From an optimization exercise on the open Yosys and OpenROAD flow, aimed at small area, a short achievable clock period and few clock cycles per item; shortcuts taken in it are not production practice. Function was checked by simulation only, so behaviour that the tests miss may differ from the original. The clock input has no modelled driver; a real chip could not lean on it and would need a root buffer or a full tree. No activity file was given, so power comes from the tool's default toggle rates.

Design reorder, start of the top module:
module reorder(
    input  wire clk,
    input  wire rst,
    output wire  [9:0] granule_ch0_read_addr,
    input  wire [17:0] granule_ch0_read_data,
    output wire        granule_ch0_write_enable,
    output wire  [9:0] granule_ch0_write_addr,
    output wire [17:0] granule_ch0_write_data,
    output wire  [9:0] granule_ch1_read_addr,
    input  wire [17:0] granule_ch1_read_data,
    output wire        granule_ch1_write_enable,
    output wire  [9:0] granule_ch1_write_addr,
    output wire [17:0] granule_ch1_write_data,
    input  wire  [1:0] header_sampling_frequency,
    input  wire  [1:0] sideinfo_ch0_block_type,
    input  wire        sideinfo_ch0_window_switching_flag,
    input  wire        sideinfo_ch0_mixed_block_flag,
    input  wire  [1:0] sideinfo_ch1_block_type,
    input  wire        sideinfo_ch1_window_switching_flag,
    input  wire        sideinfo_ch1_mixed_block_flag,
    input  wire        stage_ready,
    output wire        stage_done
    );
clock: 4.0 ns
lec_check: 0
abc_area: 1
cap_margin: 20
core_margin: 2
core_utilization: 60
place_density: 0.8
setup_slack_margin: 2.1
slew_margin: 20
standard.sh (not shown) runs the stock make flow with config.mk's settings and CLKGATE_MAP_FILE= SYNTH_SCRIPT=/design/flow/synth_recipe.tcl, a recipe that flattens the netlist after the stock synthesis.
==> flow/flow/run.sh <==
#!/bin/bash
# Standard layout, with four changes: the smallest buffer on the ports,
# an ABC mapping script of its own (flow/abc_area.script),
# adders left to ABC (no full/half-adder cells), and a clock tree of one
# level of clock buffers (flow/cts_one_buffer.tcl) in place of TritonCTS.
set -euo pipefail
rm -rf scripts
cp -r "$FLOW_HOME/scripts" scripts
cp flow/abc_area.script scripts/abc_area.script
python3 - <<'PY'
p = 'scripts/cts.tcl'
s = open(p).read()
old = 'log_cmd clock_tree_synthesis {*}$cts_args'
assert old in s
s = s.replace(old, 'source $::env(ONE_CTS_TCL)')
open(p, 'w').write(s)
PY
export SCRIPTS_DIR="$PWD/scripts"
export ONE_CTS_TCL="$PWD/flow/cts_one_buffer.tcl"
export ONE_CLKPORT=clk
export ONE_CLKBUF=sky130_fd_sc_hd__clkbuf_16
export ONE_CLKGROUPS=2
export BUFFER_PORTS_ARGS="-buffer_cell sky130_fd_sc_hd__buf_1"
export ADDER_MAP_FILE=
bash standard.sh > standard.log 2>&1
==> flow/flow/abc_area.script <==
strash
dch
dch
map -B 0.9
topo
stime -c
buffer -c
upsize -c
dnsize -c
==> flow/flow/cts_one_buffer.tcl <==
# Clock tree of one level: the clock port drives ONE_CLKGROUPS (1, 2 or 4)
# clock buffers, each placed at the centre of its group of flip-flops (the
# flip-flops split at the median x, then at the median y).
set cts_block [ord::get_db_block]
set cts_dbu [$cts_block getDbUnitsPerMicron]
set cts_net [[$cts_block findBTerm $::env(ONE_CLKPORT)] getNet]
set cts_netname [$cts_net getName]
set cts_sinks {}
foreach it [$cts_net getITerms] {
  set bb [[$it getInst] getBBox]
  lappend cts_sinks [list [expr {([$bb xMin] + [$bb xMax]) / 2.0 / $cts_dbu}] \
    [expr {([$bb yMin] + [$bb yMax]) / 2.0 / $cts_dbu}] \
    "[[$it getInst] getName]/[[$it getMTerm] getName]"]
}
proc cts_split {sinks idx} {
  set s [lsort -real -index $idx $sinks]
  set h [expr {[llength $s] / 2}]
  return [list [lrange $s 0 [expr {$h - 1}]] [lrange $s $h end]]
}
set cts_groups [list $cts_sinks]
if {$::env(ONE_CLKGROUPS) >= 2} { set cts_groups [cts_split $cts_sinks 0] }
if {$::env(ONE_CLKGROUPS) >= 4} {
  set g {}
  foreach grp $cts_groups { lappend g {*}[cts_split $grp 1] }
  set cts_groups $g
}
set cts_i 0
foreach grp $cts_groups {
  set x 0.0
  set y 0.0
  set pins {}
  foreach s $grp {
    set x [expr {$x + [lindex $s 0]}]
    set y [expr {$y + [lindex $s 1]}]
    lappend pins [get_pins [lindex $s 2]]
  }
  set x [expr {$x / [llength $grp]}]
  set y [expr {$y / [llength $grp]}]
  set buf [sta::sta_to_db_inst [insert_buffer -buffer_cell $::env(ONE_CLKBUF) \
    -net $cts_netname -load_pins $pins -location [list $x $y] \
    -buffer_name clkbuf_one_$cts_i -net_name clknet_one_$cts_i]]
  foreach it [$buf getITerms] {
    if {[$it isOutputSignal]} {
      [$it getNet] setSigType CLOCK
      puts "cts_one_buffer: [$buf getName] at $x $y drives [llength $grp] sinks on [[$it getNet] getName]"
    }
  }
  incr cts_i
}
set_propagated_clock [all_clocks]
Testbench counts at the start, summed over its fixed seeds: cycles 73,728, granules 128.
Change:
CORE_UTILIZATION = 40   (was 60)
The new run finished clean; sequential cell count does not change; final area goes up by a few percent; via count barely changes; setup slack gets worse by 0.015 ns.
Change:
--- a/flow/flow/run.sh
+++ b/flow/flow/run.sh
@@ -21,2 +21,2 @@
-export ONE_CLKBUF=sky130_fd_sc_hd__clkbuf_16
-export ONE_CLKGROUPS=2
+export ONE_CLKBUF=sky130_fd_sc_hd__clkbuf_8
+export ONE_CLKGROUPS=4
CORE_UTILIZATION = 60   (was 40)
Result: Maximum frequency increases slightly. Final cell count decreases by a little under a tenth. Total power stays flat. Via count increases slightly. Utilization increases by 18 points.
Change:
--- a/flow/flow/run.sh
+++ b/flow/flow/run.sh
@@ -2,2 +2 @@
-# Standard layout, with four changes: the smallest buffer on the ports,
-# an ABC mapping script of its own (flow/abc_area.script),
+# Standard layout, with three changes: the smallest buffer on the ports,
@@ -9 +7,0 @@
-cp flow/abc_area.script scripts/abc_area.script
@@ -21,2 +19,2 @@
-export ONE_CLKBUF=sky130_fd_sc_hd__clkbuf_8
-export ONE_CLKGROUPS=4
+export ONE_CLKBUF=sky130_fd_sc_hd__clkbuf_16
+export ONE_CLKGROUPS=2
CORE_UTILIZATION = 40   (was 60)
removed: flow/flow/abc_area.script
Core utilization shrinks by 19 points.
Die area grows by 52%.
Routed wire length climbs by 8.8%.
Worst setup slack loses 0.042 ns.
Hold slack barely changes.
Final area went up by 7.0%.
Clock skew barely changes.
In every run of this note, the design's own scripts or RTL, not TritonCTS, make the clock network.

-- port drivers added, routing unchanged --
The flow's constraints put no driver on any port. The routed layouts listed below were extracted and timed again, unchanged, in two steps.
Step 1 assumes that a clkbuf_16 drives the clock port and a buf_2 every other input.
Step 2, shift: input delay + t, output delay - t, t = (earliest + latest rising clock arrival at the registers) / 2. This alone moves slack from input paths to output paths.
Three values: ideal, step 1, step 2; two values: the first two.
run | t (ns) | slack for setup (ns) | clock arrival spread, ns
the first run | 0.202 | 2.196 / 2.148 / 2.197 | 0.009 / 0.009
the second run | 0.206 | 2.181 / 2.129 / 2.210 | 0.008 / 0.009
the third run | 0.200 | 2.200 / 2.140 / 2.184 | 0.010 / 0.010
the fourth run | 0.203 | 2.158 / 2.110 / 2.167 | 0.008 / 0.008
After both steps setup and hold are still met in every run listed. For the third run, which loses most, drivers alone change the setup slack by -0.060 ns; drivers and shift together by -0.016 ns.
